Source: an optimization exercise on an open RTL-to-GDS flow (aim: small area and a short achievable clock period). Production flows keep margins and buffers that such runs may drop. In this exercise RTL edits were held to simulation tests only and were not proved equivalent to the original. No driver is modelled on the clock port, so clock power and skew are understated where the tree is cut down; a real chip needs a root buffer or a tree. Power and IR drop assume default switching activity.

v6:
## AGU_top
module AGU_top(
    input clk,
    input rst,
    input AGU_enable,
    output logic [$clog2(8192/16)-1:0] MA0_idx,
    output logic [$clog2(8192/16)-1:0] MA1_idx,
    output logic [$clog2(8192/16)-1:0] MA2_idx,
    output logic [$clog2(8192/16)-1:0] MA3_idx,
    output logic [$clog2(8192/16)-1:0] MA4_idx,
    output logic [$clog2(8192/16)-1:0] MA5_idx,
    output logic [$clog2(8192/16)-1:0] MA6_idx,
    output logic [$clog2(8192/16)-1:0] MA7_idx,
    output logic [$clog2(8192/16)-1:0] MA8_idx,
    output logic [$clog2(8192/16)-1:0] MA9_idx,
    output logic [$clog2(8192/16)-1:0] MA10_idx,
    output logic [$clog2(8192/16)-1:0] MA11_idx,
    output logic [$clog2(8192/16)-1:0] MA12_idx,
    output logic [$clog2(8192/16)-1:0] MA13_idx,
    output logic [$clog2(8192/16)-1:0] MA14_idx,
    output logic [$clog2(8192/16)-1:0] MA15_idx,
    output logic [$clog2(16) + 1-1:0] BN0_idx,
    output logic [$clog2(16) + 1-1:0] BN1_idx,
    output logic [$clog2(16) + 1-1:0] BN2_idx,
    output logic [$clog2(16) + 1-1:0] BN3_idx,
    output logic [$clog2(16) + 1-1:0] BN4_idx,
    output logic [$clog2(16) + 1-1:0] BN5_idx,
    output logic [$clog2(16) + 1-1:0] BN6_idx,
    output logic [$clog2(16) + 1-1:0] BN7_idx,
    output logic [$clog2(16) + 1-1:0] BN8_idx,
    output logic [$clog2(16) + 1-1:0] BN9_idx,
    output logic [$clog2(16) + 1-1:0] BN10_idx,
    output logic [$clog2(16) + 1-1:0] BN11_idx,
    output logic [$clog2(16) + 1-1:0] BN12_idx,
    output logic [$clog2(16) + 1-1:0] BN13_idx,
    output logic [$clog2(16) + 1-1:0] BN14_idx,
    output logic [$clog2(16) + 1-1:0] BN15_idx,
    output logic AGU_done_out,
    output logic BN_MA_out_en,
    output logic [2:0] l_AGU_out
);
Size in the first run: ~480 cells after synthesis, ~78 flip-flops, roughly 230 I/O pins.
==> flow/config.mk <==
export PLATFORM = sky130hd
export DESIGN_NAME = AGU_top
export DESIGN_NICKNAME = AGU_top
export VERILOG_FILES = /design/flow/design.v
export SDC_FILE = /design/flow/constraint.sdc
export NUM_CORES = 4
export LEC_CHECK = 0
export ABC_AREA = 1
export CAP_MARGIN = 20
export CORE_MARGIN = 2
export CORE_UTILIZATION = 40
export SETUP_SLACK_MARGIN = 5
export SLEW_MARGIN = 20
==> flow/constraint.sdc <==
create_clock -name core_clock -period 8.0 [get_ports {clk}]
set_input_delay 1.6000 -clock core_clock [delete_from_list [all_inputs] [get_ports {clk}]]
set_output_delay 1.6000 -clock core_clock [all_outputs]
set_load 0.01 [all_outputs]
standard.sh (not shown) runs the stock make flow with config.mk's settings and CLKGATE_MAP_FILE= SYNTH_SCRIPT=/design/flow/synth_recipe.tcl, a recipe that flattens the netlist after the stock synthesis.
==> flow/flow/run.sh <==
#!/bin/bash
# Standard ORFS layout, with: the smallest buffer (buf_1) on every input and
# output port; one shared tie cell for the constant outputs; and the clock
# distributed by four quadrant buffers (flow/pre_cts.tcl) instead of an H-tree.
set -euo pipefail
export BUFFER_PORTS_ARGS="-buffer_cell sky130_fd_sc_hd__buf_1"
export SKIP_REPAIR_TIE_FANOUT=1
export PRE_CTS_TCL="$(pwd)/flow/pre_cts.tcl"
export ROOT_CLKBUF=${ROOT_CLKBUF:-sky130_fd_sc_hd__clkbuf_16}
bash standard.sh > standard_flow.log 2>&1
==> flow/flow/pre_cts.tcl <==
# Clock distribution: the design has under 100 flip-flops on a small die, so
# the clock port drives four buffers (one per quadrant of the flip-flops,
# each at its group's centroid) and each buffer drives its group's clock
# pins directly, instead of TritonCTS's two-level H-tree. The clock port
# feeds only these four buffers. clock_tree_synthesis is then a no-op here.
set cell $::env(ROOT_CLKBUF)
set block [ord::get_db_block]
set clknet [$block findNet clk]
set master [[ord::get_db] findMaster $cell]
set sinks {}
set sx 0
set sy 0
foreach it [$clknet getITerms] {
  set loc [[$it getInst] getLocation]
  lappend sinks [list $it [lindex $loc 0] [lindex $loc 1]]
  set sx [expr {$sx + [lindex $loc 0]}]
  set sy [expr {$sy + [lindex $loc 1]}]
}
set n [llength $sinks]
set cx [expr {$sx / $n}]
set cy [expr {$sy / $n}]
puts "pre_cts: $n clock sinks, centroid $cx $cy"
for {set q 0} {$q < 4} {incr q} { set grp($q) {} }
foreach s $sinks {
  lassign $s it x y
  set q [expr {($x >= $cx ? 1 : 0) + ($y >= $cy ? 2 : 0)}]
  lappend grp($q) $s
}
for {set q 0} {$q < 4} {incr q} {
  set m [llength $grp($q)]
  if {$m == 0} continue
  set gx 0
  set gy 0
  foreach s $grp($q) {
    lassign $s it x y
    set gx [expr {$gx + $x}]
    set gy [expr {$gy + $y}]
  }
  set buf [odb::dbInst_create $block $master clkbuf_q$q]
  set net [odb::dbNet_create $block clknet_q$q]
  $net setSigType CLOCK
  foreach s $grp($q) {
    set it [lindex $s 0]
    $it disconnect
    $it connect $net
  }
  [$buf findITerm A] connect $clknet
  [$buf findITerm X] connect $net
  $buf setLocation [expr {$gx / $m}] [expr {$gy / $m}]
  $buf setPlacementStatus PLACED
  puts "pre_cts: quadrant $q: $m sinks"
}
rename clock_tree_synthesis orig_clock_tree_synthesis
proc clock_tree_synthesis {args} { puts "clock_tree_synthesis skipped (quadrant buffers inserted)" }
Modified inputs, v7 compared to v6
diff --git a/flow/design.v b/flow/design.v
--- a/flow/design.v
+++ b/flow/design.v
@@ -85,42 +85,38 @@
             ma_d0[k] = (G[1] & C[13-k]) | (G[2] & C[9-k]);
             ma_d1[k] = ma_d0[k] | G[0];
         end
         for (int k = 1; k < 5; k++) begin
             ma_d0[k] = (G[0] & C[k+4]) | (G[2] & C[9-k]);
             ma_d1[k] = ma_d0[k] | G[1];
         end
         ma_d0[0] = (G[0] | G[1]) & C[4];
         ma_d1[0] = ma_d0[0] | G[2];
     end
-    logic [3:0] S, dS, dS_nxt, dS_odd;
-    always_comb begin
-        casez (C[7:1])
-            7'b??????0: dS_odd = (L == 2'd2) ? 4'd0  : 4'd1;
-            7'b?????01: dS_odd = (L == 2'd2) ? 4'd6  : 4'd1;
-            7'b????011: dS_odd = (L == 2'd2) ? 4'd10 : 4'd1;
-            7'b???0111: dS_odd = (L == 2'd2) ? 4'd4  : 4'd2;
-            7'b??01111: dS_odd = (L == 2'd0) ? 4'd2  : 4'd1;
-            7'b?011111: dS_odd = (L == 2'd0) ? 4'd2  : 4'd7;
-            7'b0111111: dS_odd = (L == 2'd0) ? 4'd2  : 4'd11;
-            default:    dS_odd = (L == 2'd0) ? 4'd3  : 4'd5;
+    logic [3:0] S, dS;
+    always_comb begin
+        casez (C[7:0])
+            8'b???????0: dS = 4'd1;
+            8'b??????01: dS = (L == 2'd2) ? 4'd0  : 4'd1;
+            8'b?????011: dS = (L == 2'd2) ? 4'd6  : 4'd1;
+            8'b????0111: dS = (L == 2'd2) ? 4'd10 : 4'd1;
+            8'b???01111: dS = (L == 2'd2) ? 4'd4  : 4'd2;
+            8'b??011111: dS = (L == 2'd0) ? 4'd2  : 4'd1;
+            8'b?0111111: dS = (L == 2'd0) ? 4'd2  : 4'd7;
+            8'b01111111: dS = (L == 2'd0) ? 4'd2  : 4'd11;
+            default:     dS = (L == 2'd0) ? 4'd3  : 4'd5;
         endcase
-        dS_nxt = (e && !wrap && !C[0]) ? dS_odd : 4'd1;
     end
     always_ff @(posedge clk or posedge rst) begin
-        if (rst) begin
-            S  <= 4'd0;
-            dS <= 4'd1;
-        end else begin
-            S  <= (!e || wrap) ? 4'd0 : S + dS;
-            dS <= dS_nxt;
-        end
+        if (rst)               S <= 4'd0;
+        else if (!e || wrap)   S <= 4'd0;
+        else                   S <= S + dS;
     end
     logic eS0, eS0n, eS1, eS1n, eS2, eS2n, eS3, eS3n, x10;
     logic [3:0] cy2;
     logic [7:0] cy3;
     logic [1:0] bn_d0;
     logic [3:0] bn_d1;
     logic [7:0] bn_d2;
     logic [15:0] bn_d3;
     always_comb begin
         eS0 = e & S[0]; eS0n = e & ~S[0];
### Flow results
- Lower setup slack at placement goes to v6 over v7.
- Relative to v6, number of distinct library cells after synthesis increased by 1 in v7.
- Worst hold margin essentially unchanged between v7 and v6.
- [v7] share of total power in sequential cells fell 2.5 points relative to v6
- As of v7, flip-flop and latch count had fallen by a few percent compared to v6.
- More vias were needed by v6 than by v7.
- Compare v6 and v7 | worst reg-to-reg setup slack lower: v7
- Delta (v7 minus v6): final core utilization increased by 0.82 points relative to the old numbers; area of the mapped netlist decreased by 45 sq um relative to the old numbers; fmax decreased by 1.4% relative to the old numbers.
- Switching share of power: v7 higher than v6
- Diff v6..v7 | growth of design area from synthesis to finish | negligible
- v7: placeable core region about 3% below v6
- When the final numbers for v6 and v7 were put side by side, the shortest clock period the worst path allows after layout turned out to be smaller in v6.
No run of this note takes its clock network from TritonCTS; it comes from the design's own scripts or RTL.

-- afterwards: timing with drivers on the ports --
How much do the figures lean on ideal ports? The routed layouts below were timed once more, with nothing changed but the port constraints.
Step 1: set_driving_cell puts a clkbuf_16 on clk and a buf_2 on each other input, an assumption about the parent block.
Step 2 adds t to the input delays and takes it off the output delays; t is the mean of the earliest and latest rising clock arrival at the registers after step 1. Input paths then give back, and output paths get back, about the clock's delay inside the block.
a / b / c = no drivers / after step 1 / after step 2; a / b = the first two.
run | shift t [ns] | setup slack, ns | hold WS [ns] | clock arrival spread, ns
v6 | 0.216 | 5.510 / 5.432 / 5.461 | 0.357 / 0.357 / 0.357 | 0.025 / 0.025
v7 | 0.218 | 5.474 / 5.474 / 5.474 | 0.356 / 0.356 / 0.356 | 0.018 / 0.018
After both steps setup and hold are still met in every run listed. For v6, which loses most, drivers alone change the setup slack by -0.078 ns; drivers and shift together by -0.049 ns. The worst setup slack also covers recovery checks on asynchronous resets.
